This is an optimization exercise on Yosys and OpenROAD, whose aim is small area, a short achievable clock period and few clock cycles, not a production implementation. At most, simulation tests tie the RTL to the original design; equivalence was not proved. Function not checked in runs 5 and 6: the RTL went through the layout flow alone. In every run shown here, the design's own scripts or RTL, not TritonCTS, make the clock network. No driver is modelled on the clock port, so clock power and skew are understated where the tree is cut down; a real chip needs a root buffer or a tree. Power and IR drop assume default switching activity.

==> flow/design.v <==
module fifo_conv_top(
input clk,
input rst,
input data_valid,
input [7:0] data_i,
output wire idle,
output wire done,
output wire [15:0] data_o,
output wire conv_done
);
assign idle = 1'b1;
reg [7:0] x;           
reg acc;               
reg [7:0] h0, h1;      
reg [2:0] col;         
reg [2:0] row;         
reg signed [10:0] pq;
reg emit;
reg signed [8:0] q0, q1, q2, q3, q4, q5;
reg signed [10:0] out_r;
reg vld_r, done_r;
wire signed [8:0] d = {1'b0, x} + {1'b1, h0} + 9'd1;    
wire last_col = col[2] & ~col[0];
wire row_full = row[2] & ~row[1];
wire upd = acc && col[1];    
always @(posedge clk) begin
  x <= data_i;
  pq <= q0 + (q3 <<< 1);
  out_r <= pq + q5;
  if (acc) begin
    h1 <= ~x;
    h0 <= h1;
  end
  if (upd) begin
    q0 <= q1; q1 <= q2; q2 <= q3; q3 <= q4; q4 <= q5; q5 <= d;
  end
  if (rst) begin
    acc <= 1'b0;
    col <= 3'd0;
    row <= 3'd0;
    emit <= 1'b0;
    vld_r <= 1'b0;
    done_r <= 1'b0;
  end else begin
    acc <= data_valid;
    emit <= upd && (row[2] || row[1]);
    vld_r <= emit;
    done_r <= row_full;
    if (acc) begin
      col <= {col[1] & col[0], col[0], ~col[2]};
      if (last_col && !row_full) row <= {row[1], row[0], ~row[2]};
    end
  end
end
assign data_o = {{5{out_r[10]}}, out_r};
assign conv_done = vld_r;
assign done = done_r;
endmodule
==> flow/flow/run.sh <==
#!/bin/bash
# Own layout flow: the standard flow (standard.sh, standard synthesis
# included) with a few extra ORFS settings read from flow/knobs.txt, one
# VAR=value per line. Each tool's full output stays in the ORFS logs under
# orfs/logs; make's own output goes to make_finish.log here.
set -euo pipefail
W=$(pwd)
knobs=()
if [[ -f flow/knobs.txt ]]; then
  while IFS= read -r line; do
    [[ -z "$line" || "$line" == \#* ]] && continue
    knobs+=("${line//@FLOW@/$W/flow}")
  done < flow/knobs.txt
fi
bash standard.sh "${knobs[@]}" finish > make_finish.log 2>&1
==> flow/flow/knobs.txt <==
PRE_CTS_TCL=@FLOW@/mcts.tcl
MCTS_CELL=sky130_fd_sc_hd__buf_12
BUFFER_PORTS_ARGS=-buffer_cell sky130_fd_sc_hd__buf_1
RECOVER_POWER=50
==> flow/flow/mcts.tcl <==
# One-level clock tree in place of TritonCTS's two-level H-tree: the clock port
# drives MCTS_N buffers, each driving the flip-flops of one region of the core.
# Sourced as the PRE_CTS hook of cts.tcl; clock_tree_synthesis then becomes a
# no-op and cts.tcl goes on as usual (legalisation, timing repair).
set mcts_n 4
set mcts_cell sky130_fd_sc_hd__clkbuf_8
if {[info exists ::env(MCTS_N)]} { set mcts_n $::env(MCTS_N) }
if {[info exists ::env(MCTS_CELL)]} { set mcts_cell $::env(MCTS_CELL) }

set block [ord::get_db_block]
set db [ord::get_db]
set clk_net [[$block findBTerm clk] getNet]
set master [$db findMaster $mcts_cell]

set sinks {}
foreach it [$clk_net getITerms] {
  set bb [[$it getInst] getBBox]
  lappend sinks [list $it [expr {([$bb xMin] + [$bb xMax]) / 2}] [expr {([$bb yMin] + [$bb yMax]) / 2}]]
}
puts "mcts: [llength $sinks] clock sinks, $mcts_n buffers of $mcts_cell"

# split a list of sinks into n groups, cutting alternately across x and y
proc mcts_split {sinks n axis} {
  if {$n <= 1} { return [list $sinks] }
  set idx [expr {$axis == 0 ? 1 : 2}]
  set sorted [lsort -integer -index $idx $sinks]
  set n1 [expr {$n / 2}]
  set cut [expr {[llength $sorted] * $n1 / $n}]
  set a [lrange $sorted 0 [expr {$cut - 1}]]
  set b [lrange $sorted $cut end]
  return [concat [mcts_split $a $n1 [expr {1 - $axis}]] [mcts_split $b [expr {$n - $n1}] [expr {1 - $axis}]]]
}

set core [$block getCoreArea]
set w [expr {[$core xMax] - [$core xMin]}]
set h [expr {[$core yMax] - [$core yMin]}]
set g 0
foreach grp [mcts_split $sinks $mcts_n [expr {$w >= $h ? 0 : 1}]] {
  set sx 0; set sy 0
  foreach s $grp { incr sx [lindex $s 1]; incr sy [lindex $s 2] }
  set cx [expr {$sx / [llength $grp]}]
  set cy [expr {$sy / [llength $grp]}]
  set inst [odb::dbInst_create $block $master "mcts_buf_$g"]
  set net [odb::dbNet_create $block "mcts_clk_$g"]
  $net setSigType CLOCK
  [$inst findITerm A] connect $clk_net
  [$inst findITerm X] connect $net
  foreach s $grp {
    set it [lindex $s 0]
    $it disconnect
    $it connect $net
  }
  $inst setLocation [expr {$cx - [$master getWidth] / 2}] [expr {$cy - [$master getHeight] / 2}]
  $inst setPlacementStatus PLACED
  puts "mcts: buffer $g drives [llength $grp] sinks at ([expr {$cx / 1000.0}], [expr {$cy / 1000.0}])"
  incr g
}
global_connect
set_propagated_clock [all_clocks]

proc clock_tree_synthesis {args} {
  puts "mcts: clock tree built by mcts.tcl; clock_tree_synthesis $args skipped"
}
==> flow/standard.sh <==
#!/bin/bash
# synth_recipe.tcl (not shown) runs the flow's synth.tcl, then flattens the netlist and writes it again
# the make line also repeats each setting of config.mk as NAME=value (left out here)
make -C /OpenROAD-flow-scripts/flow DESIGN_CONFIG=/design/flow/config.mk WORK_HOME=/design/flow/orfs CLKGATE_MAP_FILE= SYNTH_SCRIPT=/design/flow/synth_recipe.tcl "${@:-finish}"
==> flow/config.mk <==
export PLATFORM = sky130hd
export DESIGN_NAME = fifo_conv_top
export DESIGN_NICKNAME = fifo_conv_top
export VERILOG_FILES = /design/flow/design.v
export SDC_FILE = /design/flow/constraint.sdc
export NUM_CORES = 4
export LEC_CHECK = 0
export CAP_MARGIN = 20
export CORE_MARGIN = 2
export CORE_UTILIZATION = 75
export PLACE_DENSITY = 0.85
export SETUP_SLACK_MARGIN = 3.05
export SLEW_MARGIN = 20
==> flow/constraint.sdc <==
create_clock -name core_clock -period 5.0 [get_ports {clk}]
set_input_delay 1.0000 -clock core_clock [delete_from_list [all_inputs] [get_ports {clk}]]
set_output_delay 1.0000 -clock core_clock [all_outputs]
set_load 0.01 [all_outputs]
==> summary.txt, run 1 <==
The power density of the placed cells came out at 308 mW/mm^2. The initial antenna violation count came out at 0. The maximum ir drop on the vdd rail is 0.000275 V.

The part of the cycle the worst path needs is 0.402. The top-level I/O count is 30. Clock skew on the completed layout was measured at 0.00414 ns. The most common cell after layout, fill and taps aside is sky130_fd_sc_hd__edfxtp_1. The die outline width came out at 79.2 um. The cell area that synthesis handed to floorplanning was 0.00424 mm^2.

Synthesis inferred 110 register bits. The layout cell share with drive strength beyond 1 came out at 0.0492. The required time at the worst-slack endpoint is 4.78 ns.

The multi-input gate area in the final layout came out at 0.00124 mm^2. The via density per instance came out at 5.56. The area of the core is 0.00547 mm^2. On the critical path the largest part of the delay comes from flip-flops. The die is 79.2 um tall. In the layout the commonest cells are sky130_fd_sc_hd__edfxtp_1, sky130_fd_sc_hd__dfxtp_1, sky130_fd_sc_hd__ha_1, sky130_fd_sc_hd__buf_1. The number of vias after detailed routing is 2208. The dominant register cell in the synthesized netlist is sky130_fd_sc_hd__edfxtp_1.

The hold path depth came out at 0. The share of the synthesized area in the top cell type came out at 0.496. The transition time of the tightest slew-check pin came out at 0.914 ns. The number of different library cells in the post-synthesis netlist is 39. Once placement completed, the tool counted placed cells totaling 390. The total grt overflow came out at 0. The worst max-slew margin expressed relative to the limit came out at 0.390. The flow ran to the end and the layout has no timing, DRC or antenna violations. The proportion of synthesized chip area in sequential cells came out at 0.684. The clock-pin slew on the worst setup and hold paths is 0.10 ns. After detailed routing, the wire length on met1 is 2760 um. The initial DRC count is 74. The synthesized instance count is 297. The die outline area came out at 0.00627 mm^2. The number of enable-type register cells in the synthesized netlist is 70. The global-route total usage across every layer came out at 0.205. The number of nets in the finished design came out at 368. The origin of the worst min-delay path is q2[4]. The final period demand of the worst path is 2.01 ns.

STA classifies the critical path startpoint as a flip-flop. The min-delay analysis places its worst path in the category flip-flop to flip-flop. The pin count of the biggest net entering global routing came out at 29. Fill cells in the final layout number 300. Setup repair after global routing could not meet its margin everywhere. The path with the worst hold slack has its endpoint at q1[4]. sky130_fd_sc_hd__edfxtp_1 takes more of the synthesized area than any other cell. In this run the top signal layer used is met4. The sequential cell area came out at 0.00290 mm^2. The cell leakage power came out at 1.68 nW.

At the later pin of the worst-skew pair, clock insertion delay measures 0.13 ns. In this run the number of cells on the critical path is 1. In the detailed route, the total length drawn on met3 is 214 um. The worst register-to-register path ends at q5[0]. The largest stage delay on the critical path is 0.93 ns. After detailed routing, the met2 layer carries 3290 um of wire. The congestion estimate from routability-driven global placement came to 0.843.

Of all nets on the critical path, the largest fanout is 27. The number of cell instances on the worst register-to-register path came out at 1. STA classifies the critical path endpoint as a flip-flop. The number of iterations in the first detailed-routing pass is 4.

Setup violations remaining at the end of the flow were counted as 0. The fraction of registers with async set or reset after synthesis came out at 0. In this run, post-CTS hold repair placed 0 buffers.

The non-filler instance count after layout came out at 397. Ranked by total cell area, the synthesized netlist is headed by sky130_fd_sc_hd__edfxtp_1, sky130_fd_sc_hd__dfxtp_1, sky130_fd_sc_hd__ha_1. The growth of design area from synthesis to finish came out at 6.37%. In the final routed layout, each cell accounts on average for 16.0 um. The number of max-cap violations is 0.

The number of port buffers came out at 28. The number of buffers and inverters on the critical path is 0. The worst hold margin came out at 0.428 ns. For this design, the slowest cell found on the critical path is sky130_fd_sc_hd__dfxtp_1.

The number of hold-slack violations in the final timing report is 0. The initial core utilization came out at 0.775. The synthesized area divided by synthesized cell count is 14.3 um^2. The count of warnings emitted by yosys is 1.

Once detail routing completed, the nets flagged for antenna violations numbered 0. The total negative slack for setup checks came out at 0 ns. The post-detailed-placement half-perimeter wirelength is 4250 um. The row count came out at 27. 0 antenna diodes ended up in the layout. The first global-routing pass estimated 10100 um of wire. The critical path goes through and2_2. The critical path data arrival time came out at 1.78 ns. Static timing analysis puts the maximum clock frequency at 0.498 GHz.

The max-slew violation count is 0. The register-to-register setup slack is 2.99 ns. The number of DRC violations after detailed routing is 0.

The via count of the first global-routing pass came out at 2134. The reg-to-reg startpoint is acc. The total nets after synthesis came out at 338. The critical path is of the flip-flop to flip-flop type.

Overall power consumption after layout is estimated at 1.39 mW. The total wirelength of the detailed-routed design came out at 6350 um.
-- stage by stage --
step | cell area (um^2) | utilization | setup WS (ns)
final | 4510 | 0.824 | 2.99
after global routing | 4510 | 0.824 | 2.84
after CTS | 4490 | 0.821 | 3.10
after detailed placement | 4390 | 0.802 | 2.93
after global placement | 4390 | 0.802 | 3.00
after floorplan | 4240 | - | 3.13
-- cell families (layout without fill, tap and decap cells) --
group           after synthesis  count (layout)  share of synthesized area
compound gates               43              43                     0.0720
xor+xnor                     22              22                     0.0454
fa+ha+maj                    30              30                     0.0938
buf+inv                      29              56                     0.0310
flops                       110             110                      0.684
mux                           2               2                    0.00472
other cells                   1               1                   0.000884
simple gates                 60              61                     0.0678
-- worst max path at each step --
stage,start,end
floorplan,h0[0],q5[6]
global placement,acc,q0[8]
detailed placement,acc,q1[7]
CTS,h0[0],q5[6]
global route,acc,emit
finish,acc,q5[0]
-- flip-flops by register name, summed over array words and instances (netlist names), 3 cells and up --
| signal | count |
|---|---|
| col | 3 |
| h0 | 8 |
| h1 | 8 |
| out_r | 11 |
| pq | 11 |
| q0 | 9 |
| q1 | 9 |
| q2 | 9 |
| q3 | 9 |
| q4 | 9 |
| q5 | 9 |
| row | 3 |
| x | 8 |
-- cell usage after synthesis (all sizes together), types with 2 or more instances --
| cell | count |
|---|---|
| edfxtp | 70 |
| dfxtp | 40 |
| ha | 27 |
| inv | 22 |
| nor2 | 22 |
| xnor2 | 16 |
| a21oi | 14 |
| nand2 | 10 |
| o21ai | 8 |
| buf | 6 |
| nor2b | 6 |
| xor2 | 6 |
| nand3 | 4 |
| nor3 | 4 |
| a21o | 3 |
| a31oi | 3 |
| and2 | 3 |
| fa | 3 |
| o2111ai | 3 |
| o21a | 3 |
| or2 | 3 |
| and3 | 2 |
| mux2i | 2 |
| nand2b | 2 |
| o41ai | 2 |
| or3 | 2 |
-- layer usage --
metal,up-vias,track usage
met5,-,0
met4,0,0.0241
met3,8,0.0159
met2,51,0.378
met1,1045,0.278
li1,1104,-
-- final cells by class --
cell class | instances | area share
timing repair buffer | 30 | 0.0266
multi-input combinational | 159 | 0.274
inverter | 22 | 0.0183
buffer | 4 | 0.0177
sequential | 110 | 0.643
tap | 72 | 0.0200
-- repair_timing --
item                       4_1_cts  5_1_grt
setup endpoints to repair       57        5
gates cloned                     1        0
buffers inserted                 1        1
pin swaps                        3        6
gates resized for setup          3        5
-- report_power, final --
part	total [mW]	leakage, nW	internal [mW]	switching, mW
Clock	0.332	0.0376	0.130	0.201
Combinational	0.0668	0.671	0.0300	0.0368
Sequential	0.993	0.970	0.982	0.0116
Testbench counts, summed over its fixed seeds: cycles 1,624.
==> run 2, diff against run 1 <==
==> flow/flow/knobs.txt (replaced) <==
PRE_CTS_TCL=@FLOW@/mcts.tcl
MCTS_CELL=sky130_fd_sc_hd__buf_12
BUFFER_PORTS_ARGS=-buffer_cell sky130_fd_sc_hd__buf_1
RECOVER_POWER=100
==> summary.txt, run 2 <==
The synthesis-stage register bit count is 110 (unchanged). The number of nets in the finished design came to 368 (unchanged). The post-detailed-placement half-perimeter wirelength came out at 4250 um (unchanged). The non-filler instance count after layout came to 397 (unchanged). The layout cell share with drive strength beyond 1 came to 0.0185 (was 0.0492). The number of different library cells in the post-synthesis netlist came to 39 (unchanged). The clock skew is 0.00371 ns (was 0.00414 ns). The hold-fix buffer count after cts came out at 0 (unchanged). The clock-pin slew on the worst setup and hold paths came out at 0.10 ns (about the same). The fraction of synthesized cell area in xor and xnor cells is 0.0454 (unchanged). The peak clock frequency supported by timing is 0.364 GHz (was 0.498 GHz). Largest registers: out_r x11, pq x11 (unchanged). The growth of design area from synthesis to finish was 5.04% (was 6.37%). The synthesized instance count is 297 (unchanged). The number of diodes came to 0 (unchanged). The number of port buffers came out at 28 (unchanged). The via density per instance is 5.55 (was 5.56). The power density of the placed cells came out at 311 mW/mm^2 (was 308 mW/mm^2). The total negative slack for setup checks came out at 0 ns (unchanged). The vertical die dimension is 79.2 um (unchanged). The number of DRC violations after detailed routing is 0 (unchanged).

The cell accounting for the most synthesized area is sky130_fd_sc_hd__edfxtp_1 (unchanged). The most frequent cell after synthesis is sky130_fd_sc_hd__edfxtp_1 (unchanged). The number of enable-type register cells in the synthesized netlist is 70 (unchanged). The initial antenna violation count is 0 (unchanged). The kind of critical path was flip-flop to flip-flop (unchanged). The die outline area was 0.00627 mm^2 (unchanged).

The cell leakage power is 1.66 nW (was 1.68 nW). A clean result was blocked by max-capacitance violations, max-slew violations. The terminating pin of the worst hold path is h0[1] (was q1[4]). The largest driver fanout on the critical path came out at 27 (unchanged). The number of fill cells in the layout is 315 (was 300). The detailed-route wire length per cell is 15.9 um (was 16.0 um). The largest family of logic cells by synthesized area was adder cells (unchanged).

The part of the cycle the worst path needs is 0.550 (was 0.402). The cell count after placement was 390 (unchanged). The fraction of registers with async set or reset after synthesis came out at 0 (unchanged). The initial DRC count came out at 107 (was 74).

The class of the worst hold path was flip-flop to flip-flop (unchanged). Commonest non-fill, non-tap cells in the layout: sky130_fd_sc_hd__edfxtp_1, sky130_fd_sc_hd__dfxtp_1, sky130_fd_sc_hd__ha_1, sky130_fd_sc_hd__buf_1 (unchanged). The synthesized area divided by synthesized cell count is 14.3 um^2 (unchanged). The via count of the first global-routing pass came out at 2134 (unchanged). The total nets after synthesis was 338 (unchanged). The most common cell after layout, fill and taps aside was sky130_fd_sc_hd__edfxtp_1 (unchanged). The post-detailed-placement cell area is 0.00439 mm^2 (unchanged).

Result of the run: failed layout checks (was no timing/DRC/antenna violations). The pin count of the biggest net entering global routing is 29 (unchanged). RSZ-0062 raised after global routing: yes (unchanged). The final period demand of the worst path came out at 2.75 ns (was 2.01 ns). The reg-to-reg startpoint is acc (unchanged). The number of vias after detailed routing is 2204 (was 2208). The number of iterations in the first detailed-routing pass came out at 4 (unchanged). The row count is 27 (unchanged). The critical path capture point type is a flip-flop (unchanged). The area of the core is 0.00547 mm^2 (unchanged). The post-synthesis cell area came to 0.00424 mm^2 (unchanged). The register-to-register setup slack is 2.25 ns (was 2.99 ns). The proportion of synthesized chip area in sequential cells came out at 0.684 (unchanged).

The total of endpoints with negative setup slack in the final report came out at 0 (unchanged). The clock insertion delay at the later pin of the skew report is 0.13 ns (about the same). The post-synthesis simple-gate area fraction is 0.0678 (unchanged). The share of the synthesized area in the top cell type came out at 0.496 (unchanged). The number of hold-slack violations in the final timing report is 0 (unchanged). The number of cell instances on the worst register-to-register path came out at 3 (was 1). Main area contributors after synthesis: sky130_fd_sc_hd__edfxtp_1, sky130_fd_sc_hd__dfxtp_1, sky130_fd_sc_hd__ha_1 (unchanged). The maximum ir drop on the vdd rail is 0.000274 V (was 0.000275 V).

The die outline width was 79.2 um (unchanged). The area fraction in compound gates after synthesis came to 0.0720 (unchanged). The capture point of the worst reg-to-reg path was emit (was q5[0]).

The dominant register cell in the synthesized netlist was sky130_fd_sc_hd__edfxtp_1 (unchanged). The global placement routability congestion is 0.843 (unchanged). The initial core utilization came out at 0.775 (unchanged).

The max-slew violation count is 57 (was 0). The global-route total usage across every layer is 0.205 (unchanged). The synthesized-area fraction occupied by adder cells came out at 0.0938 (unchanged). The critical path data arrival time is 2.82 ns (was 1.78 ns). The total grt overflow came out at 0 (unchanged). The global-route wire length before repair is 10100 um (unchanged). The origin of the worst min-delay path is h1[1] (was q2[4]). The transition time of the tightest slew-check pin is 1.71 ns (was 0.914 ns). The total non-filler cell area in the finished layout came to 0.00446 mm^2 (was 0.00451 mm^2). The portion of netlist area occupied by mux cells was 0.00472 (unchanged). Top cells by instance count after synthesis: sky130_fd_sc_hd__edfxtp_1, sky130_fd_sc_hd__dfxtp_1, sky130_fd_sc_hd__ha_1 (unchanged). The hold path depth came out at 0 (unchanged). The count of warnings emitted by yosys came out at 1 (unchanged). The number of max-cap violations is 2 (was 0). The top-level I/O count is 30 (unchanged). The worst max-slew margin expressed relative to the limit was -0.142 (was 0.390). The total wirelength of the detailed-routed design came to 6320 um (was 6350 um). The startpoint type of the worst setup path is a flip-flop (unchanged).

The required time at the worst-slack endpoint is 5.07 ns (was 4.78 ns). The number of routed nets with antenna violations came out at 0 (unchanged).
-- run 2: cell counts after synthesis --
Identical to the previous run, type by type.
-- run 2: area by class of cell --
type,count,area [um^2],share of cell area
sequential,110,2900,0.652
multi-input combinational,159,1180,0.265
timing repair buffer,30,120,0.0270
tap,72,90.1,0.0202
inverter,22,82.6,0.0185
buffer,4,80.1,0.0180
-- run 2: how the worst max path moves through the flow --
stage / startpoint / endpoint / slack (ns) / cells after the start
after floorplan: h0[0] / q5[6] / 3.13 / 9
after global placement: acc / q0[8] / 3.00 / 1
after detailed placement: acc / q1[7] / 2.93 / 1
after CTS: h0[0] / q5[6] / 3.10 / 9
after global routing: acc / emit / 1.97 / 3
final: acc / emit / 2.25 / 3
-- run 2: report_power, final --
part	leakage, nW	internal, mW	total [mW]	switching, mW
clock	0.0376	0.130	0.330	0.200
combinational	0.652	0.0284	0.0637	0.0353
sequential	0.970	0.982	0.993	0.0114
-- run 2: cell families (layout without fill, tap and decap cells) --
logic type,after synthesis,count (layout)
AOI/OAI and AO/OA,43,43
xor gates and xnor gates,22,22
adders and majority gates,30,30
buffers and inverters,29,56
DFF,110,110
muxes,2,2
other,1,1
and+or+nand+nor,60,61
-- run 2: layer usage --
layer | global-route usage | wire (um) | up-vias
li1 | - | - | 1108
met2 | 0.378 | 3290 | 51
met4 | 0.0241 | 70 | 0
met1 | 0.278 | 2690 | 1038
met3 | 0.0159 | 262 | 7
met5 | 0 | 0 | -
-- run 2: what timing repair did --
action / 4_1_cts / 5_1_grt
pin swaps: 3 / 6
gates cloned: 1 / 0
resized for setup: 3 / 5
buffers inserted: 1 / 1
endpoints found under the setup margin: 57 / 5
endpoints found under the hold margin: 0 / 0
-- run 2: critical path: stages, from the launching register on --
cell and delay (ns):
sky130_fd_sc_hd__dfxtp_1 0.92, sky130_fd_sc_hd__and2_0 1.38, sky130_fd_sc_hd__o21ai_0 0.23, sky130_fd_sc_hd__nor2_1 0.15
-- run 2: metrics by stage --
| stage | utilization | hold slack, ns | total power, mW | setup slack (ns) |
|---|---|---|---|---|
| after CTS | 0.821 | 0.429 | 1.39 | 3.10 |
| after global routing | 0.814 | 0.439 | 1.42 | 1.97 |
| after detailed placement | 0.802 | 0.405 | 1.08 | 2.93 |
| after global placement | 0.802 | 0.399 | 1.07 | 3.00 |
| after floorplan | - | 0.323 | 1.06 | 3.13 |
| final | 0.814 | 0.428 | 1.39 | 2.25 |
==> run 3, diff against run 2 <==
==> flow/flow/knobs.txt (replaced) <==
PRE_CTS_TCL=@FLOW@/mcts.tcl
MCTS_CELL=sky130_fd_sc_hd__buf_12
BUFFER_PORTS_ARGS=-buffer_cell sky130_fd_sc_hd__buf_1
==> summary.txt, run 3 <==
Result of the run: no timing/DRC/antenna violations (was failed layout checks). The total wirelength of the detailed-routed design came to 6320 um (about the same). The synthesized instance count is 297 (unchanged).

The proportion of synthesized chip area in sequential cells was 0.684 (unchanged). The number of cell instances on the worst register-to-register path is 9 (was 3). The number of nets in the finished design is 368 (unchanged). The global-route total usage across every layer is 0.205 (unchanged). The initial DRC count is 79 (was 107).

The kind of critical path is flip-flop to flip-flop (unchanged). The row count came to 27 (unchanged). The capture point of the worst reg-to-reg path is q5[6] (was emit). The initial antenna violation count is 0 (unchanged). The detailed-route wire length per cell was 15.9 um (about the same). The pin count of the biggest net entering global routing came out at 29 (unchanged). The number of vias after detailed routing came out at 2215 (was 2204). The post-detailed-placement half-perimeter wirelength is 4250 um (unchanged).

The class of the worst hold path was flip-flop to flip-flop (unchanged). The fraction of synthesized cell area in xor and xnor cells is 0.0454 (unchanged). The clock insertion delay at the later pin of the skew report came out at 0.13 ns (about the same). The most frequent cell after synthesis is sky130_fd_sc_hd__edfxtp_1 (unchanged). The worst-case setup margin in the final layout is 3.13 ns (was 2.25 ns).

CP Cell Sequence: inv_1 > ha_2 > inv_1 > fa_2 > a21o_1 > a21oi_2 > o21ai_2 > nor2_1 > xnor2_1 (was and2_0 > o21ai_0 > nor2_1). The reg-to-reg startpoint is h0[0] (was acc). The routed length on met2 came out at 3300 um (was 3290 um). The global placement routability congestion came out at 0.843 (unchanged). The initial core utilization came to 0.775 (unchanged).

The hold-fix buffer count after cts was 0 (unchanged). The critical path data arrival time is 1.77 ns (was 2.82 ns). The number of enable-type register cells in the synthesized netlist came out at 70 (unchanged). The origin of the worst min-delay path is h1[1] (unchanged). The total grt overflow came to 0 (unchanged).

The synthesis-stage register bit count came out at 110 (unchanged). The via count of the first global-routing pass came out at 2134 (unchanged). The total met3 wirelength after detailed routing is 249 um (was 262 um). The clock skew is 0.00647 ns (was 0.00371 ns). The hold path depth came out at 0 (unchanged).

The die outline area came to 0.00627 mm^2 (unchanged). The area of the core came out at 0.00547 mm^2 (unchanged). Main area contributors after synthesis: sky130_fd_sc_hd__edfxtp_1, sky130_fd_sc_hd__dfxtp_1, sky130_fd_sc_hd__ha_1 (unchanged). The power density of the placed cells came out at 308 mW/mm^2 (was 311 mW/mm^2). The number of DRC violations after detailed routing is 0 (unchanged). The critical path capture point type is a flip-flop (unchanged).

The top-level I/O count is 30 (unchanged). The cell with the largest stage delay on the worst path is sky130_fd_sc_hd__edfxtp_1 (was sky130_fd_sc_hd__and2_0). The clock-pin slew on the worst setup and hold paths came out at 0.10 ns (about the same). The post-synthesis simple-gate area fraction is 0.0678 (unchanged). The register-to-register setup slack came out at 3.13 ns (was 2.25 ns). The portion of netlist area occupied by mux cells is 0.00472 (unchanged). The max-slew violation count came out at 0 (was 57).

The transition time of the tightest slew-check pin came out at 0.619 ns (was 1.71 ns). The die outline width came out at 79.2 um (unchanged). The count of warnings emitted by yosys came out at 1 (unchanged). The number of port buffers is 28 (unchanged). The global-route wire length before repair is 10100 um (unchanged). The via density per instance was 5.58 (was 5.55). RSZ-0062 raised after global routing: yes (unchanged).

The total nets after synthesis is 338 (unchanged). The startpoint type of the worst setup path is a flip-flop (unchanged). The post-synthesis cell area is 0.00424 mm^2 (unchanged). The maximum ir drop on the vdd rail came out at 0.000274 V (about the same).

Top cells by instance count after synthesis: sky130_fd_sc_hd__edfxtp_1, sky130_fd_sc_hd__dfxtp_1, sky130_fd_sc_hd__ha_1 (unchanged). The total of endpoints with negative setup slack in the final report was 0 (unchanged). The vertical die dimension was 79.2 um (unchanged).

The sum of routed wire segments on met1 came out at 2680 um (was 2690 um). The fraction of registers with async set or reset after synthesis is 0 (unchanged). The worst setup timing slack at the placement stage came out at 2.93 ns (unchanged).

The most common cell after layout, fill and taps aside is sky130_fd_sc_hd__edfxtp_1 (unchanged). The largest family of logic cells by synthesized area is adder cells (unchanged). The share of the synthesized area in the top cell type came out at 0.496 (unchanged). The highest routing layer actually used was met4 (unchanged). The dominant register cell in the synthesized netlist is sky130_fd_sc_hd__edfxtp_1 (unchanged). The largest stage delay on the critical path came out at 0.37 ns (was 1.38 ns). The cell leakage power is 1.68 nW (was 1.66 nW).

Commonest non-fill, non-tap cells in the layout: sky130_fd_sc_hd__edfxtp_1, sky130_fd_sc_hd__dfxtp_1, sky130_fd_sc_hd__buf_1 (was sky130_fd_sc_hd__edfxtp_1, sky130_fd_sc_hd__dfxtp_1, sky130_fd_sc_hd__ha_1, sky130_fd_sc_hd__buf_1). The number of different library cells in the post-synthesis netlist was 39 (unchanged). The terminating pin of the worst hold path is h0[1] (unchanged). The total negative slack for setup checks came to 0 ns (unchanged). The largest driver fanout on the critical path came to 2 (was 27).

The final period demand of the worst path came out at 1.87 ns (was 2.75 ns). The area fraction in compound gates after synthesis came out at 0.0720 (unchanged). The synthesized area divided by synthesized cell count is 14.3 um^2 (unchanged).

Largest registers: out_r x11, pq x11 (unchanged). The peak clock frequency supported by timing was 0.533 GHz (was 0.364 GHz). The part of the cycle the worst path needs is 0.375 (was 0.550).

The number of diodes is 0 (unchanged). The number of iterations in the first detailed-routing pass is 4 (unchanged). The required time at the worst-slack endpoint came out at 4.90 ns (was 5.07 ns).

The growth of design area from synthesis to finish is 6.52% (was 5.04%). The layout cell share with drive strength beyond 1 was 0.0585 (was 0.0185). The cell accounting for the most synthesized area is sky130_fd_sc_hd__edfxtp_1 (unchanged).

The most prevalent standard cell on the critical path is sky130_fd_sc_hd__inv_1. The worst max-slew margin expressed relative to the limit came out at 0.587 (was -0.142). The number of hold-slack violations in the final timing report came to 0 (unchanged). The synthesized-area fraction occupied by adder cells is 0.0938 (unchanged).

The number of routed nets with antenna violations is 0 (unchanged). The number of max-cap violations is 0 (was 2).
## run 3: cell counts after synthesis
Identical to the previous run, type by type.
## run 3: how the worst max path moves through the flow
stage           from     to  slack (ns)
4_1_cts        h0[0]  q5[6]        3.10
2_1_floorplan  h0[0]  q5[6]        3.13
6_report       h0[0]  q5[6]        3.13
5_1_grt        h0[0]  q5[6]        3.01
3_5_place_dp     acc  q1[7]        2.93
3_3_place_gp     acc  q0[8]        3.00
## run 3: area by class of cell
class | count | area (um^2)
Tap cell | 72 | 90.1
Inverter | 22 | 82.6
Sequential cell | 110 | 2900
Multi-Input combinational cell | 159 | 1240
Fill cell | 298 | 955
Buffer | 4 | 80.1
Timing Repair Buffer | 30 | 120
## run 3: power by group
group	switching, mW	total, mW	internal, mW	leakage (nW)
registers	0.0115	0.993	0.982	0.970
logic	0.0367	0.0668	0.0301	0.669
clock network	0.200	0.330	0.130	0.0376
## run 3: cell families after synthesis
family,after synthesis
fa+ha+maj,30
compound gates,43
xor+xnor,22
flops,110
buf+inv,29
mux,2
other cells,1
simple gates,60
## run 3: per-layer routing
metal  track usage  vias to the layer above
met5             0                        -
met4        0.0241                        0
met3        0.0159                        8
met2         0.378                       53
met1         0.278                     1050
li1              -                     1104
## run 3: repair_timing
item,4_1_cts,5_1_grt
pin swaps,3,6
buffers inserted,1,1
cloned,1,0
endpoints found under the setup margin,57,5
resized for setup,3,5
## run 3: per-stage QoR
| stage | std cells | hold slack [ns] | instance area [um^2] | utilization | total power, mW |
|---|---|---|---|---|---|
| floorplan | 297 | 0.323 | 4240 | - | 1.06 |
| global placement | 390 | 0.399 | 4390 | 0.802 | 1.07 |
| detailed placement | 390 | 0.405 | 4390 | 0.802 | 1.08 |
| CTS | 396 | 0.429 | 4490 | 0.821 | 1.39 |
| global route | 397 | 0.439 | 4520 | 0.826 | 1.43 |
| finish | 397 | 0.428 | 4520 | 0.826 | 1.39 |
## run 3: worst max-delay path: cells and delay by family, from the launching register on
family,cells,cell delay [ns]
compound gates,3,0.43
xor+xnor,1,0.09
fa+ha+maj,2,0.51
buf+inv,2,0.13
flops,1,0.37
simple gates,1,0.12
==> run 4, diff against run 3 <==
--- a/flow/config.mk
+++ b/flow/config.mk
@@ -9,4 +9,4 @@
 export CORE_MARGIN = 2
-export CORE_UTILIZATION = 75
-export PLACE_DENSITY = 0.85
+export CORE_UTILIZATION = 72
+export PLACE_DENSITY = 0.82
 export SETUP_SLACK_MARGIN = 3.05
==> summary.txt, run 4 <==
The kind of critical path is flip-flop to flip-flop (unchanged). Result of the run: no timing/DRC/antenna violations (unchanged). The dominant register cell in the synthesized netlist is sky130_fd_sc_hd__edfxtp_1 (unchanged). The area fraction in compound gates after synthesis came out at 0.0720 (unchanged).

The total grt overflow came out at 0 (unchanged). The post-synthesis simple-gate area fraction came out at 0.0678 (unchanged). The synthesis-stage register bit count came out at 110 (unchanged). The number of port buffers is 28 (unchanged). The non-filler instance count after layout is 399 (was 397).

The synthesized instance count was 297 (unchanged). The total wirelength of the detailed-routed design came out at 6840 um (was 6320 um). The initial DRC count is 144 (was 79). The post-detailed-placement half-perimeter wirelength was 4620 um (was 4250 um). The maximum ir drop on the vdd rail is 0.000323 V (was 0.000274 V).

The switching share of power was 0.180 (was 0.178). The total nets after synthesis came out at 338 (unchanged). The count of buffering cells on the critical path with inverters included came out at 2 (unchanged).

The highest routing layer actually used is met4 (unchanged). The most frequent cell after synthesis is sky130_fd_sc_hd__edfxtp_1 (unchanged). The reg-to-reg startpoint is h0[0] (unchanged). The number of vias after detailed routing was 2312 (was 2215). The register-to-register setup slack is 3.08 ns (was 3.13 ns). The die outline area is 0.00652 mm^2 (was 0.00627 mm^2).

The internal power component is 1.14 mW (about the same). The transition time of the tightest slew-check pin came out at 0.634 ns (was 0.619 ns). The total met3 wirelength after detailed routing was 422 um (was 249 um). The routed length on met2 is 3600 um (was 3300 um). The number of DRC violations after detailed routing is 0 (unchanged). The synthesized-area fraction occupied by adder cells was 0.0938 (unchanged). The vertical die dimension is 80.8 um (was 79.2 um). The number of iterations in the first detailed-routing pass is 5 (was 4). The cell count after placement is 390 (unchanged). The via count of the first global-routing pass is 2223 (was 2134). RSZ-0062 raised after global routing: yes (unchanged).

The most common cell after layout, fill and taps aside is sky130_fd_sc_hd__edfxtp_1 (unchanged). The synthesized area divided by synthesized cell count was 14.3 um^2 (unchanged). Main area contributors after synthesis: sky130_fd_sc_hd__edfxtp_1, sky130_fd_sc_hd__dfxtp_1, sky130_fd_sc_hd__ha_1 (unchanged). Largest registers: out_r x11, pq x11 (unchanged). The critical path data arrival time came to 1.81 ns (was 1.77 ns).

The proportion of synthesized chip area in sequential cells is 0.684 (unchanged). The final period demand of the worst path is 1.92 ns (was 1.87 ns). The number of nets in the finished design is 370 (was 368). The number of fill cells in the layout is 318 (was 298). The global placement routability congestion is 0.852 (was 0.843). The part of the cycle the worst path needs is 0.384 (was 0.375). The terminating pin of the worst hold path was q1[4] (was h0[1]). The global-route total usage across every layer was 0.212 (was 0.205). The number of hold-slack violations in the final timing report came out at 0 (unchanged). The worst max-slew margin expressed relative to the limit is 0.577 (was 0.587).

The initial core utilization is 0.756 (was 0.775). The switching power total came out at 252 uW (was 248 uW). The number of max-cap violations is 0 (unchanged). The number of routed nets with antenna violations was 0 (unchanged). The logic depth of the worst setup path including buffers is 9 (unchanged). The share of the synthesized area in the top cell type was 0.496 (unchanged).

The clock insertion delay at the later pin of the skew report was 0.13 ns (about the same). The largest stage delay on the critical path was 0.38 ns (was 0.37 ns). The total negative slack for setup checks is 0 ns (unchanged). The clock network fraction of design power was 0.238 (was 0.237). The global-route wire length before repair is 10700 um (was 10100 um). The largest driver fanout on the critical path came out at 2 (unchanged). The cell with the largest stage delay on the worst path is sky130_fd_sc_hd__edfxtp_1 (unchanged). The number of different library cells in the post-synthesis netlist was 39 (unchanged).

The count of warnings emitted by yosys came out at 1 (unchanged). The layout cell share with drive strength beyond 1 is 0.0703 (was 0.0585). Commonest non-fill, non-tap cells in the layout: sky130_fd_sc_hd__edfxtp_1, sky130_fd_sc_hd__dfxtp_1, sky130_fd_sc_hd__buf_1 (unchanged). The cell accounting for the most synthesized area is sky130_fd_sc_hd__edfxtp_1 (unchanged).

The post-synthesis cell area was 0.00424 mm^2 (unchanged). The required time at the worst-slack endpoint was 4.90 ns (about the same). The largest family of logic cells by synthesized area is adder cells (unchanged).

The max-slew violation count came to 0 (unchanged). The peak clock frequency supported by timing is 0.522 GHz (was 0.533 GHz). CP Cell Sequence: inv_1 > ha_2 > inv_2 > fa_2 > a21o_1 > a21oi_2 > o21ai_2 > nor2_1 > xnor2_1 (was inv_1 > ha_2 > inv_1 > fa_2 > a21o_1 > a21oi_2 > o21ai_2 > nor2_1 > xnor2_1).

The fraction of registers with async set or reset after synthesis is 0 (unchanged). The initial antenna violation count is 0 (unchanged). The area of the core came out at 0.00561 mm^2 (was 0.00547 mm^2). The number of cell instances on the worst register-to-register path came out at 9 (unchanged). The origin of the worst min-delay path is q2[4] (was h1[1]). The class of the worst hold path is flip-flop to flip-flop (unchanged). The family of cells with the greatest summed delay on the critical path is adder cells (unchanged).

The growth of design area from synthesis to finish came to 6.93% (was 6.52%). The register share of total power is 0.712 (was 0.715). The cell leakage power is 1.69 nW (was 1.68 nW).

The number of enable-type register cells in the synthesized netlist was 70 (unchanged). The capture point of the worst reg-to-reg path is q5[6] (unchanged). Top cells by instance count after synthesis: sky130_fd_sc_hd__edfxtp_1, sky130_fd_sc_hd__dfxtp_1, sky130_fd_sc_hd__ha_1 (unchanged).

The sum of routed wire segments on met1 is 2770 um (was 2680 um). The startpoint type of the worst setup path is a flip-flop (unchanged). The top-level I/O count came out at 30 (unchanged).

The power density of the placed cells came out at 308 mW/mm^2 (about the same). The detailed-route wire length per cell came out at 17.1 um (was 15.9 um). The total of endpoints with negative setup slack in the final report is 0 (unchanged). The combinational share of power was 0.049 (was 0.048). The hold path depth came out at 0 (unchanged).

The critical path capture point type was a flip-flop (unchanged). The clock skew came out at 0.00454 ns (was 0.00647 ns). The row count was 27 (unchanged).

The fraction of synthesized cell area in xor and xnor cells is 0.0454 (unchanged). The number of diodes is 0 (unchanged). The via density per instance is 5.79 (was 5.58). The portion of netlist area occupied by mux cells is 0.00472 (unchanged). The clock-pin slew on the worst setup and hold paths came out at 0.10 ns (about the same).

The pin count of the biggest net entering global routing came out at 29 (unchanged). The die outline width is 80.8 um (was 79.2 um).
[run 4: cell counts after synthesis]
Identical to the previous run, type by type.
[run 4: repair_timing]
item | in CTS | in global routing
setup buffers | 1 | 3
endpoints found under the hold margin | 0 | 0
cloned | 1 | 0
gates resized for setup | 3 | 7
endpoints found under the setup margin | 57 | 6
pin swaps | 3 | 10
hold buffers | 0 | 0
[run 4: per-layer routing]
metal	global-route usage	up-vias
met2	0.396	101
met3	0.0222	6
met5	0	-
met1	0.278	1094
met4	0.0254	0
li1	-	1111
[run 4: stage by stage]
stage / power [mW] / worst slack (ns) / util / hold WS, ns / area, um^2
2_1_floorplan: 1.06 / 3.13 / - / 0.323 / 4240
3_3_place_gp: 1.07 / 2.98 / 0.783 / 0.401 / 4390
3_5_place_dp: 1.08 / 2.94 / 0.783 / 0.406 / 4390
4_1_cts: 1.40 / 3.06 / 0.801 / 0.428 / 4490
5_1_grt: 1.43 / 2.98 / 0.809 / 0.438 / 4540
6_report: 1.39 / 3.08 / 0.809 / 0.426 / 4540
[run 4: worst max-delay path by stage]
stage                     startpoint    end  slack (ns)
after detailed placement         acc  q0[1]        2.94
after floorplan                h0[0]  q5[6]        3.13
after CTS                      h0[0]  q5[8]        3.06
after global routing           h0[0]  q5[6]        2.98
after global placement           acc  q0[0]        2.98
final                          h0[0]  q5[6]        3.08
[run 4: cell type report]
type                       instances  area, um^2  share of cell area
inverter                          22        82.6              0.0182
multi-input combinational        159        1240               0.274
sequential                       110        2900               0.640
buffer                             4        80.1              0.0177
tap                               72        90.1              0.0199
timing repair buffer              32         135              0.0298
[run 4: worst reg2reg max path: stages (launching register included)]
cell and delay, ns:
sky130_fd_sc_hd__edfxtp_1 0.38, sky130_fd_sc_hd__inv_1 0.07, sky130_fd_sc_hd__ha_2 0.18, sky130_fd_sc_hd__inv_2 0.04, sky130_fd_sc_hd__fa_2 0.36, sky130_fd_sc_hd__a21o_1 0.18, sky130_fd_sc_hd__a21oi_2 0.18, sky130_fd_sc_hd__o21ai_2 0.08
sky130_fd_sc_hd__nor2_1 0.13, sky130_fd_sc_hd__xnor2_1 0.09
[run 4: kinds of logic after synthesis]
logic type	count (synthesis)
xor+xnor	22
mux	2
simple gates	60
fa+ha+maj	30
buf+inv	29
flops	110
other cells	1
compound gates	43
[run 4: power groups by stage]
| stage | clock, mW | combinational (mW) | sequential (mW) |
|---|---|---|---|
| 4_1_cts | 0.336 | 0.0667 | 0.994 |
| 5_1_grt | 0.361 | 0.0760 | 0.996 |
| 3_5_place_dp | 0 | 0.0636 | 1.01 |
| 6_report | 0.332 | 0.0688 | 0.994 |
| 3_3_place_gp | 0 | 0.0600 | 1.01 |
| 2_1_floorplan | 0 | 0.0485 | 1.01 |
==> run 5, diff against run 4 <==
--- a/flow/design.v
+++ b/flow/design.v
@@ -21,10 +21,29 @@
 reg vld_r, done_r;
-wire signed [8:0] d = {1'b0, x} + {1'b1, h0} + 9'd1;    
-wire last_col = col[2] & ~col[0];
-wire row_full = row[2] & ~row[1];
-wire upd = acc && col[1];    
+function [10:0] skl(input [10:0] a, input [10:0] b, input ci);
+  integer i, l; reg [10:0] g, p, gn, pn, c;
+  begin
+    g = a & b; p = a ^ b;
+    g[0] = g[0] | (p[0] & ci);
+    for (l = 1; l < 11; l = l * 2) begin
+      gn = g; pn = p;
+      for (i = 0; i < 11; i = i + 1)
+        if ((i / l) % 2 == 1) begin
+          gn[i] = g[i] | (p[i] & g[(i / l) * l - 1]);
+          pn[i] = p[i] & p[(i / l) * l - 1];
+        end
+      g = gn; p = pn;
+    end
+    c = {g[9:0], ci};
+    skl = a ^ b ^ c;
+  end
+endfunction
+wire [10:0] dfull = skl({3'b0, x}, {3'b1, h0}, 1'b1);    
+wire signed [8:0] d = dfull[8:0];
+wire last_col = (col == 3'd4);
+wire upd = acc && (col[2] || col[1]);    
 always @(posedge clk) begin
   x <= data_i;
-  pq <= q0 + (q3 <<< 1);
-  out_r <= pq + q5;
+  acc <= data_valid;     
+  pq <= skl({{2{q0[8]}}, q0}, {q3[8], q3, 1'b0}, 1'b0);
+  out_r <= skl(pq, {{2{q5[8]}}, q5}, 1'b0);
   if (acc) begin
@@ -37,3 +56,2 @@
   if (rst) begin
-    acc <= 1'b0;
     col <= 3'd0;
@@ -44,9 +62,8 @@
   end else begin
-    acc <= data_valid;
     emit <= upd && (row[2] || row[1]);
     vld_r <= emit;
-    done_r <= row_full;
+    done_r <= (row == 3'd5);
     if (acc) begin
-      col <= {col[1] & col[0], col[0], ~col[2]};
-      if (last_col && !row_full) row <= {row[1], row[0], ~row[2]};
+      col <= last_col ? 3'd0 : col + 3'd1;
+      if (last_col && row != 3'd5) row <= row + 3'd1;
     end
==> flow/flow/knobs.txt (replaced) <==
PRE_CTS_TCL=@FLOW@/mcts.tcl
MCTS_CELL=sky130_fd_sc_hd__clkbuf_16
BUFFER_PORTS_ARGS=-buffer_cell sky130_fd_sc_hd__buf_1
--- a/flow/config.mk
+++ b/flow/config.mk
@@ -9,5 +9,5 @@
 export CORE_MARGIN = 2
-export CORE_UTILIZATION = 72
-export PLACE_DENSITY = 0.82
-export SETUP_SLACK_MARGIN = 3.05
+export CORE_UTILIZATION = 75
+export PLACE_DENSITY = 0.85
+export SETUP_SLACK_MARGIN = 3.0
 export SLEW_MARGIN = 20
==> summary.txt, run 5 <==
Result of the run: no timing/DRC/antenna violations (unchanged). The critical path data arrival time is 2.15 ns (was 1.81 ns). The total wirelength of the detailed-routed design is 6530 um (was 6840 um).

The total nets after synthesis is 324 (was 338). The count of warnings emitted by yosys came to 1 (unchanged). The overall power of the completed layout is 1.61 mW (was 1.39 mW). The final period demand of the worst path came out at 2.09 ns (was 1.92 ns). The number of iterations in the first detailed-routing pass is 4 (was 5).

The synthesized instance count came to 274 (was 297). The most frequent cell after synthesis is sky130_fd_sc_hd__edfxtp_1 (unchanged). The number of routed nets with antenna violations came out at 0 (unchanged). The startpoint type of the worst setup path is a flip-flop (unchanged).

The global placement routability congestion is 0.812 (was 0.852). The cell with the largest stage delay on the worst path is sky130_fd_sc_hd__edfxtp_1 (unchanged). The post-synthesis cell area came out at 0.00420 mm^2 (was 0.00424 mm^2).

The worst-case setup margin in the final layout came to 2.91 ns (was 3.08 ns). The fraction of registers with async set or reset after synthesis came out at 0 (unchanged). The worst setup timing slack at the placement stage was 2.87 ns (was 2.94 ns).

The detailed-route wire length per cell came out at 17.2 um (was 17.1 um). The max-slew violation count came out at 0 (unchanged). The total negative slack for setup checks came out at 0 ns (unchanged). The vertical die dimension is 78.9 um (was 80.8 um).

The synthesis-stage register bit count came out at 110 (unchanged). The hold path depth came out at 0 (unchanged). Commonest non-fill, non-tap cells in the layout: sky130_fd_sc_hd__edfxtp_1, sky130_fd_sc_hd__dfxtp_1, sky130_fd_sc_hd__buf_1 (unchanged). The register share of total power was 0.657 (was 0.712). The kind of critical path is flip-flop to flip-flop (unchanged). The die outline area came out at 0.00622 mm^2 (was 0.00652 mm^2). The number of hold-slack violations in the final timing report came out at 0 (unchanged).

The initial DRC count is 93 (was 144). The hold-fix buffer count after cts is 0 (unchanged). The switching share of power is 0.218 (was 0.180). RSZ-0062 raised after global routing: yes (unchanged). The clock network fraction of design power is 0.221 (was 0.238). The number of port buffers came out at 28 (unchanged). The area of the core is 0.00547 mm^2 (was 0.00561 mm^2). The growth of design area from synthesis to finish is 10.0% (was 6.93%). The total of endpoints with negative setup slack in the final report came out at 0 (unchanged).

The post-detailed-placement half-perimeter wirelength is 3990 um (was 4620 um). The via count of the first global-routing pass is 2100 (was 2223). The logic depth of the worst setup path including buffers came out at 6 (was 9). The internal power component is 1.26 mW (was 1.14 mW). The global-route total usage across every layer came out at 0.215 (was 0.212). The post-route core utilization was 0.845 (was 0.809). The number of DRC violations after detailed routing came out at 0 (unchanged). The dominant register cell in the synthesized netlist is sky130_fd_sc_hd__edfxtp_1 (unchanged). The part of the cycle the worst path needs was 0.419 (was 0.384). The number of vias after detailed routing came to 2100 (was 2312). The transition time of the tightest slew-check pin came out at 0.653 ns (was 0.634 ns). The clock skew came out at 0.00741 ns (was 0.00454 ns). The synthesized area divided by synthesized cell count was 15.3 um^2 (was 14.3 um^2). The maximum ir drop on the vdd rail came out at 0.000310 V (was 0.000323 V). The clock-pin slew on the worst setup and hold paths came out at 0.10 ns (about the same).

The total grt overflow came out at 0 (unchanged). The peak clock frequency supported by timing is 0.478 GHz (was 0.522 GHz). The cell accounting for the most synthesized area is sky130_fd_sc_hd__edfxtp_1 (unchanged). The number of enable-type register cells in the synthesized netlist came out at 70 (unchanged). Main area contributors after synthesis: sky130_fd_sc_hd__edfxtp_1, sky130_fd_sc_hd__dfxtp_1, sky130_fd_sc_hd__ha_1 (unchanged). The number of cell instances on the worst register-to-register path came to 6 (was 9). The worst max-slew margin expressed relative to the limit came out at 0.564 (was 0.577). The critical path capture point type is a flip-flop (unchanged). The number of nets in the finished design is 359 (was 370). The cell leakage power came out at 1.76 nW (was 1.69 nW). The power density of the placed cells was 349 mW/mm^2 (was 308 mW/mm^2). CP Cell Sequence: ha_4 > a211oi_4 > o21bai_2 > o41a_1 > fa_2 > xor2_1 (was inv_1 > ha_2 > inv_2 > fa_2 > a21o_1 > a21oi_2 > o21ai_2 > nor2_1 > xnor2_1). The initial core utilization came to 0.768 (was 0.756). The required time at the worst-slack endpoint came out at 5.05 ns (was 4.90 ns). Top cells by instance count after synthesis: sky130_fd_sc_hd__edfxtp_1, sky130_fd_sc_hd__dfxtp_1, sky130_fd_sc_hd__ha_1 (unchanged). The pin count of the biggest net entering global routing was 29 (unchanged). The count of buffering cells on the critical path with inverters included was 0 (was 2).

The die outline width came out at 78.9 um (was 80.8 um). The initial antenna violation count is 1 (was 0). The family of cells with the greatest summed delay on the critical path is compound AO/OA/AOI/OAI gates (was adder cells). The proportion of synthesized chip area in sequential cells is 0.690 (was 0.684). The largest driver fanout on the critical path was 2 (unchanged).

The number of diodes is 0 (unchanged). The global-route wire length before repair came out at 10300 um (was 10700 um). The row count is 27 (unchanged). The share of the synthesized area in the top cell type came out at 0.500 (was 0.496).

The number of max-cap violations came out at 0 (unchanged). The top-level I/O count came out at 30 (unchanged). The switching power total is 352 uW (was 252 uW). The clock insertion delay at the later pin of the skew report is 0.16 ns (was 0.13 ns). Largest registers: out_r x11, pq x11 (unchanged). The number of fill cells in the layout is 263 (was 318). The class of the worst hold path is flip-flop to flip-flop (unchanged).

The most common cell after layout, fill and taps aside is sky130_fd_sc_hd__edfxtp_1 (unchanged). The combinational share of power is 0.121 (was 0.049). The number of different library cells in the post-synthesis netlist came to 40 (was 39). The via density per instance came to 5.54 (was 5.79).

The layout cell share with drive strength beyond 1 is 0.121 (was 0.0703). The multi-input gate area in the final layout came out at 0.00128 mm^2 (was 0.00124 mm^2). The sequential cell area came out at 0.00290 mm^2 (unchanged). The largest stage delay on the critical path is 0.46 ns (was 0.38 ns).
==> run 5: cell types whose count changed in the layout (fill, tap and decap cells not counted), moves of 5 or more <==
cell                      change
sky130_fd_sc_hd__xnor2_1      -8
sky130_fd_sc_hd__nand2_1      -6
sky130_fd_sc_hd__a21oi_1      -8
sky130_fd_sc_hd__nor2_1       -5
sky130_fd_sc_hd__inv_1        +5
==> run 5: per-layer routing <==
metal	share of wire	vias to the layer above	track usage	routed length, um
met2	0.52	52	0.397	3380
li1	-	1027	-	-
met1	0.42	1011	0.289	2770
met5	0	-	0	0
met4	0.017	0	0.0379	114
met3	0.041	10	0.0159	265
==> run 5: power groups by stage <==
stage               sequential (mW)  clock, mW  combinational [mW]
detailed placement             1.08          0               0.173
finish                         1.06      0.357               0.196
floorplan                      1.08          0               0.122
CTS                            1.06      0.357               0.183
global route                   1.07      0.381               0.219
global placement               1.08          0               0.163
==> run 5: worst register-to-register path, cell delays in order (launching register included) <==
cell and delay, ns:
sky130_fd_sc_hd__edfxtp_1 0.46, sky130_fd_sc_hd__ha_4 0.29, sky130_fd_sc_hd__a211oi_4 0.25, sky130_fd_sc_hd__o21bai_2 0.11, sky130_fd_sc_hd__o41a_1 0.36, sky130_fd_sc_hd__fa_2 0.36
sky130_fd_sc_hd__xor2_1 0.16
==> run 5: cell families after synthesis <==
family | Yosys count | share of synthesized area
flip-flops | 110 | 0.690
AO/OA/AOI/OAI | 40 | 0.0661
adder cells (fa/ha/maj) | 39 | 0.134
AND/OR/NAND/NOR | 33 | 0.0354
buffers and inverters | 33 | 0.0348
XOR/XNOR | 16 | 0.0333
multiplexers | 2 | 0.00506
other | 1 | 0.000892
==> run 5: repair_timing <==
action                     in CTS  in global routing
pin swaps                       9                  7
gates cloned                    1                  0
hold endpoints to repair        0                  0
setup endpoints to repair      61                 10
gates resized for setup        10                 10
setup buffers                   2                  5
==> run 5: path summary, 6_finish.rpt <==
check,slack (ns),start,endpoint
worst max-delay path,2.91,q3[1],pq[9]
worst min-delay path,0.42,q4[5],q3[5]
worst max register to register,2.91,q3[1],pq[9]
worst min register to register,0.42,q4[5],q3[5]
==> run 5: through the flow <==
| step | hold slack (ns) | instance area, um^2 | instances |
|---|---|---|---|
| floorplan | 0.323 | 4220 | 274 |
| global placement | 0.393 | 4370 | 367 |
| detailed placement | 0.366 | 4370 | 367 |
| CTS | 0.408 | 4540 | 374 |
| global route | 0.431 | 4630 | 379 |
| finish | 0.422 | 4630 | 379 |
==> run 5: final cells by class <==
| cell class | instances | area share |
|---|---|---|
| buffer | 4 | 0.0216 |
| tap | 72 | 0.0195 |
| timing repair buffer | 35 | 0.0341 |
| sequential | 110 | 0.628 |
| multi-input combinational | 132 | 0.276 |
| inverter | 26 | 0.0211 |
==> run 6, diff against run 5 <==
--- a/flow/config.mk
+++ b/flow/config.mk
@@ -11,3 +11,3 @@
 export PLACE_DENSITY = 0.85
-export SETUP_SLACK_MARGIN = 3.0
+export SETUP_SLACK_MARGIN = 3.1
 export SLEW_MARGIN = 20
==> summary.txt, run 6 <==
Result of the run: no timing/DRC/antenna violations (unchanged). The total non-filler cell area in the finished layout is 0.00464 mm^2 (was 0.00463 mm^2). The clock skew came out at 0.0117 ns (was 0.00741 ns).

Largest registers: out_r x11, pq x11 (unchanged). The global-route total usage across every layer came out at 0.213 (was 0.215). The number of hold-slack violations in the final timing report came out at 0 (unchanged). The critical path capture point type is a flip-flop (unchanged). The most frequent cell after synthesis was sky130_fd_sc_hd__edfxtp_1 (unchanged). The register-to-register setup slack is 2.91 ns (about the same). The total of endpoints with negative setup slack in the final report is 0 (unchanged). The largest driver fanout on the critical path is 2 (unchanged). The proportion of synthesized chip area in sequential cells came to 0.690 (unchanged). The number of port buffers came out at 28 (unchanged). The switching share of power was 0.220 (was 0.218).

The startpoint type of the worst setup path is a flip-flop (unchanged). The count of warnings emitted by yosys came out at 1 (unchanged). The fraction of registers with async set or reset after synthesis was 0 (unchanged). The final period demand of the worst path is 2.09 ns (about the same). The synthesized instance count is 274 (unchanged). The total negative slack for setup checks was 0 ns (unchanged). The post-detailed-placement cell area came out at 0.00437 mm^2 (unchanged).

The initial antenna violation count came out at 0 (was 1). The total grt overflow is 0 (unchanged). The kind of critical path was flip-flop to flip-flop (unchanged).

The row count was 27 (unchanged). The worst max-slew margin expressed relative to the limit was 0.564 (about the same). Top cells by instance count after synthesis: sky130_fd_sc_hd__edfxtp_1, sky130_fd_sc_hd__dfxtp_1, sky130_fd_sc_hd__ha_1 (unchanged). The global-route wire length before repair came out at 10200 um (was 10300 um). The required time at the worst-slack endpoint was 5.11 ns (was 5.05 ns). The clock insertion delay at the later pin of the skew report is 0.16 ns (about the same).

The pin count of the biggest net entering global routing came to 29 (unchanged). The overall power of the completed layout is 1.62 mW (was 1.61 mW). The portion of netlist area occupied by mux cells was 0.00506 (unchanged). The share of the synthesized area in the top cell type came out at 0.500 (unchanged).

Commonest non-fill, non-tap cells in the layout: sky130_fd_sc_hd__edfxtp_1, sky130_fd_sc_hd__dfxtp_1, sky130_fd_sc_hd__buf_1 (unchanged). RSZ-0062 raised after global routing: yes (unchanged). The vertical die dimension came out at 78.9 um (unchanged). The synthesized area divided by synthesized cell count is 15.3 um^2 (unchanged). The die outline area came out at 0.00622 mm^2 (unchanged). The part of the cycle the worst path needs was 0.419 (about the same). The switching power total was 356 uW (was 352 uW). The initial DRC count came out at 145 (was 93). The via count of the first global-routing pass came out at 2065 (was 2100). The die outline width came out at 78.9 um (unchanged). The number of nets in the finished design is 358 (was 359). The number of different library cells in the post-synthesis netlist came out at 40 (unchanged). The maximum ir drop on the vdd rail is 0.000370 V (was 0.000310 V). The cell leakage power is 1.76 nW (about the same). The number of diodes is 0 (unchanged). The area of the core came out at 0.00547 mm^2 (unchanged).

The post-route core utilization came out at 0.849 (was 0.845). The synthesis-stage register bit count was 110 (unchanged). The growth of design area from synthesis to finish was 10.5% (was 10.0%). The total nets after synthesis is 324 (unchanged). The critical path data arrival time is 2.20 ns (was 2.15 ns).

The transition time of the tightest slew-check pin is 0.653 ns (about the same). The number of iterations in the first detailed-routing pass is 4 (unchanged). The number of max-cap violations came out at 0 (unchanged).

The layout cell share with drive strength beyond 1 came out at 0.141 (was 0.121). The post-synthesis cell area came out at 0.00420 mm^2 (unchanged). The via density per instance is 5.70 (was 5.54). The class of the worst hold path is flip-flop to flip-flop (unchanged). The synthesized-area fraction occupied by adder cells came out at 0.134 (unchanged). The internal power component is 1.26 mW (about the same). The register share of total power came out at 0.655 (was 0.657). The total wirelength of the detailed-routed design came out at 6680 um (was 6530 um).

The area fraction in compound gates after synthesis came out at 0.0661 (unchanged). The clock-pin slew on the worst setup and hold paths is 0.10 ns (about the same). The detailed-route wire length per cell came out at 17.7 um (was 17.2 um).

The combinational share of power came out at 0.125 (was 0.121). The peak clock frequency supported by timing came out at 0.478 GHz (about the same). The most common cell after layout, fill and taps aside was sky130_fd_sc_hd__edfxtp_1 (unchanged). The number of enable-type register cells in the synthesized netlist came out at 70 (unchanged). The global placement routability congestion is 0.825 (was 0.812). The largest family of logic cells by synthesized area is adder cells (unchanged). The post-synthesis simple-gate area fraction came out at 0.0354 (unchanged). The max-slew violation count came out at 0 (unchanged). The initial core utilization came to 0.768 (unchanged). The top-level I/O count is 30 (unchanged). The clock network fraction of design power came out at 0.220 (was 0.221).

The power density of the placed cells was 349 mW/mm^2 (about the same). Main area contributors after synthesis: sky130_fd_sc_hd__edfxtp_1, sky130_fd_sc_hd__dfxtp_1, sky130_fd_sc_hd__ha_1 (unchanged). The number of routed nets with antenna violations is 0 (unchanged).

The cell accounting for the most synthesized area is sky130_fd_sc_hd__edfxtp_1 (unchanged). The dominant register cell in the synthesized netlist is sky130_fd_sc_hd__edfxtp_1 (unchanged). The number of vias after detailed routing came out at 2156 (was 2100). The number of fill cells in the layout came out at 262 (was 263). The fraction of synthesized cell area in xor and xnor cells is 0.0333 (unchanged).

The hold-fix buffer count after cts is 0 (unchanged). The post-detailed-placement half-perimeter wirelength came out at 4040 um (was 3990 um). The number of DRC violations after detailed routing came out at 0 (unchanged).
## run 6: power by group through the flow
| stage | Sequential [mW] | Clock (mW) | Combinational (mW) |
|---|---|---|---|
| finish | 1.06 | 0.356 | 0.202 |
| global route | 1.07 | 0.387 | 0.222 |
| CTS | 1.06 | 0.356 | 0.190 |
| detailed placement | 1.08 | 0 | 0.173 |
| global placement | 1.08 | 0 | 0.163 |
| floorplan | 1.08 | 0 | 0.122 |
## run 6: path summary, 6_finish.rpt
| kind | start | endpoint | cells after the start |
|---|---|---|---|
| max | q0[2] | pq[8] | 5 |
| min reg2reg | q2[3] | q1[3] | 0 |
| min | q2[3] | q1[3] | 0 |
| max reg2reg | q0[2] | pq[8] | 5 |
## run 6: layer usage
layer  track usage  wire [um]  up-vias
met5             0          0        -
met4        0.0293        117        0
met3        0.0114        214       11
met1         0.295       2820     1074
met2         0.391       3530       51
li1              -          -     1020
## run 6: final cells by class
cell class	count	area [um^2]	share of cell area
plain buffers	4	100	0.0216
flip-flops and latches	110	2900	0.625
inverters	26	97.6	0.0210
repair buffers	34	154	0.0331
well taps	72	90.1	0.0194
multi-input cells	132	1300	0.280
## run 6: metrics by stage
step           hold slack, ns  setup slack [ns]  instances
2_1_floorplan           0.323              3.04        274
3_3_place_gp            0.391              2.93        367
3_5_place_dp            0.393              2.82        367
4_1_cts                 0.426              2.84        375
5_1_grt                 0.433              2.84        378
6_report                0.420              2.91        378
## run 6: kinds of logic (layout without fill, tap and decap cells)
logic type | count (synthesis) | after routing
mux | 2 | 2
fa+ha+maj | 39 | 39
other cells | 1 | 1
compound gates | 40 | 41
simple gates | 33 | 33
buf+inv | 33 | 64
xor+xnor | 16 | 16
flops | 110 | 110
## run 6: what timing repair did
action	4_1_cts	5_1_grt
pin swaps	8	9
gates resized for setup	18	14
endpoints found under the setup margin	68	14
gates cloned	1	0
buffers inserted	3	3
## run 6: worst max-delay path, stage by stage, from the launching register on
cell                       delay, ns
sky130_fd_sc_hd__edfxtp_1       0.48
sky130_fd_sc_hd__ha_4           0.27
sky130_fd_sc_hd__a211oi_4       0.26
sky130_fd_sc_hd__o21bai_2       0.11
sky130_fd_sc_hd__o41a_1         0.37
sky130_fd_sc_hd__fa_2           0.55

separate check: timing with driven ports:
How much do the figures lean on ideal ports? The routed layouts below were timed once more, with nothing changed but the port constraints.
Step 1 sets driving cells, clkbuf_16 on the clock port and buf_2 on the other inputs (assumed; they add their load-dependent delay and slew).
Step 2 moves the port delays by t, midway between the first and last clock arrival at a register: inputs arrive t later, outputs are due t later. That takes back most of the time a late clock gives input paths.
Slacks: ideal ports / drivers / drivers and shift; pairs: ideal ports / drivers.
run | t, ns | setup WS [ns] | worst setup path after step 2 | latest minus earliest clock arrival (ns) | worst slew at a driven data input, ns
run 1 | 0.214 | 2.992 / 2.992 / 2.992 | register to register | 0.005 / 0.004 | 0.03
run 2 | 0.214 | 2.251 / 2.251 / 2.251 | register to register | 0.004 / 0.004 | 0.03
run 3 | 0.214 | 3.125 / 3.125 / 3.125 | register to register | 0.007 / 0.007 | 0.03
run 4 | 0.211 | 3.083 / 3.083 / 3.083 | register to register | 0.005 / 0.005 | 0.03
run 5 | 0.228 | 2.906 / 2.906 / 2.906 | register to register | 0.008 / 0.008 | 0.03
run 6 | 0.229 | 2.907 / 2.907 / 2.907 | register to register | 0.012 / 0.012 | 0.03
